Background: an optimization exercise with open tools, aiming at small area. Do not read the settings as production practice. Only simulation tests tie the RTL to the original design; equivalence was not proved. No activity file was given, so power comes from the tool's default toggle rates.

==> flow/design.v <==
module rb_ao22 (
    input  wire a1,
    input  wire a2,
    input  wire b1,
    input  wire b2,
    output wire y
);
assign y = (a1 & a2) | (b1 & b2);
endmodule
module rb_aoi222 (
    input  wire a1,
    input  wire a2,
    input  wire b1,
    input  wire b2,
    input  wire c1,
    input  wire c2,
    output wire y
);
assign y = ~((a1 & a2) | (b1 & b2) | (c1 & c2));
endmodule
module uart_regs #(
    parameter W_REG = 32
)(
    input wire clk,
    input wire rst_n,
    input wire rx,
    output reg tx,
    input wire [9:0] div_int,
    input wire [3:0] div_frac,
    output wire [W_REG-1:0] Reg1,
    output wire [W_REG-1:0] Reg2,
    output wire [W_REG-1:0] Reg3,
    output wire [W_REG-1:0] Reg4,
    output wire [W_REG-1:0] Reg5,
    output wire [W_REG-1:0] Reg6,
    output wire [W_REG-1:0] Reg7,
    output wire [W_REG-1:0] Reg8
);
integer i;
genvar r, b;
reg [1:0] rst_sync;
always @(posedge clk or negedge rst_n)
    if (!rst_n)
        rst_sync <= 2'b00;
    else
        rst_sync <= {rst_sync[0], 1'b1};
wire rst_s = rst_sync[1];
reg [9:0] ctr_int;
reg [3:0] ctr_frac;
reg       frac_carry;
reg       extra;
wire      tick = (ctr_int == 10'd1) && !extra;
always @(posedge clk or negedge rst_s) begin
    if (!rst_s) begin
        ctr_int <= 10'd1;
        ctr_frac <= 4'd0;
        frac_carry <= 1'b0;
        extra <= 1'b0;
    end else if (tick) begin
        {frac_carry, ctr_frac} <= ctr_frac + div_frac;
        extra <= frac_carry;
        ctr_int <= div_int;
    end else begin
        if (ctr_int == 10'd1)
            extra <= 1'b0;
        else
            ctr_int <= ctr_int - 1'b1;
    end
end
reg rx_sync;
always @(posedge clk)
    rx_sync <= rx;
wire din = rx_sync;
localparam ST_IDLE = 4'd0;
localparam ST_START = 4'd1;
localparam ST_STOPBIT = 4'd9;
localparam ST_STOP = 4'd10;
localparam ST_P1 = 4'd11;
localparam ST_P4 = 4'd14;
reg [1:0] over;
reg [3:0] state;
reg [31:0] sr;
reg        wmode;
reg [1:0]  cnt;
reg [2:0]  addr;
reg        rd_active;
wire post = (state == 4'd11) || (state == 4'd12) || (state == 4'd13);
wire idle = (state == ST_IDLE) || (state == ST_P4);
wire step = tick && (over == 2'd0);
wire data_bit = (state >= 4'd2) && (state <= 4'd9);
wire sr_shift = step && data_bit;
wire is_write_cmd = (sr[31:29] == 3'b101);
wire do_write = (state == ST_P4) && wmode && (cnt == 2'd3);
wire rd_load = (state == ST_P4) && !wmode && !is_write_cmd;
always @(posedge clk or negedge rst_s) begin
    if (!rst_s) begin
        over <= 2'd0;
        state <= ST_IDLE;
        wmode <= 1'b0;
        cnt <= 2'd0;
        rd_active <= 1'b0;
        tx <= 1'b1;
    end else begin
        tx <= !rd_active || ((state != ST_START) && (!data_bit || sr[0]));
        if (tick)
            over <= over + 1'b1;
        if (post) begin
            state <= state + 1'b1;
        end else if (step) begin
            state <= state + 1'b1;
            if (!rd_active) begin
                if (idle) begin
                    if (din) begin
                        state <= ST_IDLE;
                        over <= 2'd0;
                    end else begin
                        state <= ST_START;
                    end
                end else if (state == ST_START) begin
                    over <= 2'd3;
                end else if (state == ST_STOP) begin
                    state <= din ? ST_P1 : ST_IDLE;
                    over <= 2'd0;
                end
            end else begin
                if (state == ST_STOPBIT) begin
                    cnt <= cnt + 1'b1;
                    if (cnt == 2'd3) begin
                        rd_active <= 1'b0;
                        state <= ST_IDLE;
                        over <= 2'd0;
                    end
                end else if (state == ST_STOP) begin
                    state <= ST_START;
                end
            end
        end else if (state == ST_P4) begin
            state <= ST_IDLE;
        end
        if (state == ST_P4) begin
            if (wmode) begin
                cnt <= cnt + 1'b1;
                if (cnt == 2'd3)
                    wmode <= 1'b0;
            end else begin
                if (is_write_cmd)
                    wmode <= 1'b1;
                else
                    rd_active <= 1'b1;
            end
        end
    end
end
reg  [W_REG-1:0] mem [0:7];
wire [W_REG-1:0] mem_d [0:7];
wire [7:0] we;
wire [7:0] we_n;
wire [7:0] asel;
generate
for (r = 0; r < 8; r = r + 1) begin : g_reg
    assign we[r] = do_write && (addr == r);
    assign we_n[r] = !we[r];
    assign asel[r] = rd_load && (sr[26:24] == r);
    for (b = 0; b < W_REG; b = b + 1) begin : g_bit
        rb_ao22 u_upd (
            .a1(we[r]), .a2(sr[b]),
            .b1(we_n[r]), .b2(mem[r][b]),
            .y(mem_d[r][b])
        );
    end
end
endgenerate
always @(posedge clk or negedge rst_s) begin
    if (!rst_s) begin
        for (i = 0; i < 8; i = i + 1)
            mem[i] <= 32'h12345678;
    end else begin
        for (i = 0; i < 8; i = i + 1)
            mem[i] <= mem_d[i];
    end
end
always @(posedge clk)
    if (state == ST_P4 && !wmode)
        addr <= sr[26:24];
wire sr_hold = !(sr_shift || rd_load);
wire [31:0] sr_d;
wire [31:0] sr_n0, sr_n1, sr_n2;
wire [32:0] sr_in = {din, sr};
generate
for (b = 0; b < 32; b = b + 1) begin : g_sr
    rb_aoi222 u_n0 (
        .a1(asel[0]), .a2(mem[0][b]),
        .b1(asel[1]), .b2(mem[1][b]),
        .c1(asel[2]), .c2(mem[2][b]),
        .y(sr_n0[b])
    );
    rb_aoi222 u_n1 (
        .a1(asel[3]), .a2(mem[3][b]),
        .b1(asel[4]), .b2(mem[4][b]),
        .c1(asel[5]), .c2(mem[5][b]),
        .y(sr_n1[b])
    );
    rb_aoi222 u_n2 (
        .a1(asel[6]), .a2(mem[6][b]),
        .b1(asel[7]), .b2(mem[7][b]),
        .c1(sr_shift), .c2(sr_in[b+1]),
        .y(sr_n2[b])
    );
    assign sr_d[b] = !(sr_n0[b] && sr_n1[b] && sr_n2[b] && !(sr_hold && sr[b]));
end
endgenerate
always @(posedge clk)
    sr <= sr_d;
assign Reg1 = mem[0];
assign Reg2 = mem[1];
assign Reg3 = mem[2];
assign Reg4 = mem[3];
assign Reg5 = mem[4];
assign Reg6 = mem[5];
assign Reg7 = mem[6];
assign Reg8 = mem[7];
endmodule
Settings: LEC_CHECK=0, CAP_MARGIN=20, CORE_MARGIN=2, CORE_UTILIZATION=72, CTS_BUF_LIST=sky130_fd_sc_hd__clkbuf_4, SLEW_MARGIN=20, SYNTH_HIERARCHICAL=1; clock period 10.0 ns.
standard.sh (not shown) runs the stock make flow with config.mk's settings and CLKGATE_MAP_FILE= SYNTH_SCRIPT=/design/flow/synth_recipe.tcl, a recipe that flattens the netlist after the stock synthesis.
==> flow/flow/run.sh <==
#!/bin/bash
# The standard layout with three changes:
#  - synthesis maps logic with an area-oriented ABC script (flow/abc_area.script)
#    instead of the delay-oriented default, and leaves adders to ABC instead
#    of extracting half and full adder cells first; everything else in
#    synthesis, including the flattening and renaming of synth_recipe.tcl, is
#    unchanged;
#  - port buffers use the smallest buffer;
#  - clock tree synthesis builds larger sink clusters with no dummy loads.
set -euo pipefail
here=$(pwd)
abc_script="$here/flow/abc_area.script"
{
    cat <<EOT
# No adder cell extraction before ABC.
set ::env(ADDER_MAP_FILE) ""
# Use the area-oriented ABC script for every abc call.
proc abc {args} {
  set i [lsearch \$args -script]
  if {\$i >= 0} { lset args [expr {\$i + 1}] "$abc_script" }
  yosys abc {*}\$args
}
EOT
    cat synth_recipe.tcl
} > my_synth.tcl
sed "s#SYNTH_SCRIPT=[^ ]*synth_recipe.tcl#SYNTH_SCRIPT=$here/my_synth.tcl#" standard.sh > my_standard.sh
grep -q "SYNTH_SCRIPT=$here/my_synth.tcl" my_standard.sh
export BUFFER_PORTS_ARGS="-buffer_cell sky130_fd_sc_hd__buf_1"
export CTS_ARGS="-sink_clustering_enable -repair_clock_nets -dont_use_dummy_load -buf_list sky130_fd_sc_hd__clkbuf_4 -sink_clustering_size 9 -sink_clustering_max_diameter 40"
bash my_standard.sh > standard.log 2>&1
==> flow/flow/abc_area.script <==
strash
&get -n
&st
&syn4
&dch -f
&nf -a -R 1000
&put
topo
The starting point finished clean.
Change:
--- a/flow/design.v
+++ b/flow/design.v
@@ -49,33 +49,37 @@
 reg [3:0] ctr_frac;
 reg       frac_carry;
 reg       extra;
-wire      tick = (ctr_int == 10'd1) && !extra;
+reg       tick;
 always @(posedge clk or negedge rst_s) begin
     if (!rst_s) begin
+        tick <= 1'b0;
         ctr_int <= 10'd1;
         ctr_frac <= 4'd0;
         frac_carry <= 1'b0;
         extra <= 1'b0;
-    end else if (tick) begin
+    end else if (ctr_int == 10'd1 && !extra) begin
         {frac_carry, ctr_frac} <= ctr_frac + div_frac;
         extra <= frac_carry;
         ctr_int <= div_int;
+        tick <= 1'b1;
     end else begin
+        tick <= 1'b0;
         if (ctr_int == 10'd1)
             extra <= 1'b0;
         else
             ctr_int <= ctr_int - 1'b1;
     end
 end
-reg rx_sync;
+reg [1:0] rx_sync;
 always @(posedge clk)
-    rx_sync <= rx;
-wire din = rx_sync;
+    rx_sync <= {rx_sync[0], rx};
+wire din = rx_sync[1];
 localparam ST_IDLE = 4'd0;
 localparam ST_START = 4'd1;
 localparam ST_STOPBIT = 4'd9;
 localparam ST_STOP = 4'd10;
 localparam ST_P1 = 4'd11;
+localparam ST_P3 = 4'd13;
 localparam ST_P4 = 4'd14;
 reg [1:0] over;
 reg [3:0] state;
@@ -87,10 +91,10 @@
 wire post = (state == 4'd11) || (state == 4'd12) || (state == 4'd13);
 wire idle = (state == ST_IDLE) || (state == ST_P4);
 wire step = tick && (over == 2'd0);
-wire data_bit = (state >= 4'd2) && (state <= 4'd9);
-wire sr_shift = step && data_bit;
+wire rx_shift = step && !rd_active && (state >= 4'd2) && (state <= 4'd9);
+wire tx_shift = step && rd_active && (state >= 4'd1) && (state <= 4'd8);
 wire is_write_cmd = (sr[31:29] == 3'b101);
-wire do_write = (state == ST_P4) && wmode && (cnt == 2'd3);
+wire do_write = (state == ST_P3) && wmode && (cnt == 2'd3);
 wire rd_load = (state == ST_P4) && !wmode && !is_write_cmd;
 always @(posedge clk or negedge rst_s) begin
     if (!rst_s) begin
@@ -101,7 +105,6 @@
         rd_active <= 1'b0;
         tx <= 1'b1;
     end else begin
-        tx <= !rd_active || ((state != ST_START) && (!data_bit || sr[0]));
         if (tick)
             over <= over + 1'b1;
         if (post) begin
@@ -123,7 +126,10 @@
                     over <= 2'd0;
                 end
             end else begin
-                if (state == ST_STOPBIT) begin
+                if (state == ST_IDLE) begin
+                    tx <= 1'b0;
+                end else if (state == ST_STOPBIT) begin
+                    tx <= 1'b1;
                     cnt <= cnt + 1'b1;
                     if (cnt == 2'd3) begin
                         rd_active <= 1'b0;
@@ -131,7 +137,10 @@
                         over <= 2'd0;
                     end
                 end else if (state == ST_STOP) begin
+                    tx <= 1'b0;
                     state <= ST_START;
+                end else begin
+                    tx <= sr[0];
                 end
             end
         end else if (state == ST_P4) begin
@@ -182,6 +191,7 @@
 always @(posedge clk)
     if (state == ST_P4 && !wmode)
         addr <= sr[26:24];
+wire sr_shift = rx_shift || tx_shift;
 wire sr_hold = !(sr_shift || rd_load);
 wire [31:0] sr_d;
 wire [31:0] sr_n0, sr_n1, sr_n2;
Effect: The new run completed with no timing, DRC or antenna violations; fmax is higher by 3.8%; total power is higher by 0.57%; non-clock buffer count is higher by 1; die area is higher by about 0.66%; clock skew is higher by 0.020 ns; first-iteration DRC count is higher by 2.7%; global-route usage is lower by 0.23 points; final area is higher by 0.48%.

-- static timing again, ports no longer ideal --
In the flow no input, the clock included, has a driving cell. The finished layouts below were timed again as built, in two steps.
Step 1 (the two cells are an assumption about what drives the block):
set clk [get_ports {clk}]
set_driving_cell -lib_cell sky130_fd_sc_hd__clkbuf_16 $clk
set_driving_cell -lib_cell sky130_fd_sc_hd__buf_2 [delete_from_list [all_inputs] $clk]
Step 2, shift: input delay + t, output delay - t, t = (earliest + latest rising clock arrival at the registers) / 2. This alone moves slack from input paths to output paths.
Slacks: ideal / step 1 / step 2; pairs: ideal / step 1.
| run | t, ns | setup slack, ns | worst hold slack (ns) | worst setup path after step 2 | slew at the worst register clock pin (ns) |
|---|---|---|---|---|---|
| the first run | 0.694 | 6.046 / 6.046 / 6.046 | 0.366 / 0.366 / 0.366 | register to register | 0.11 / 0.11 |
| the second run | 0.671 | 6.193 / 6.193 / 6.193 | 0.329 / 0.329 / 0.329 | register to register | 0.11 / 0.11 |
After both steps every run listed still meets setup and hold.
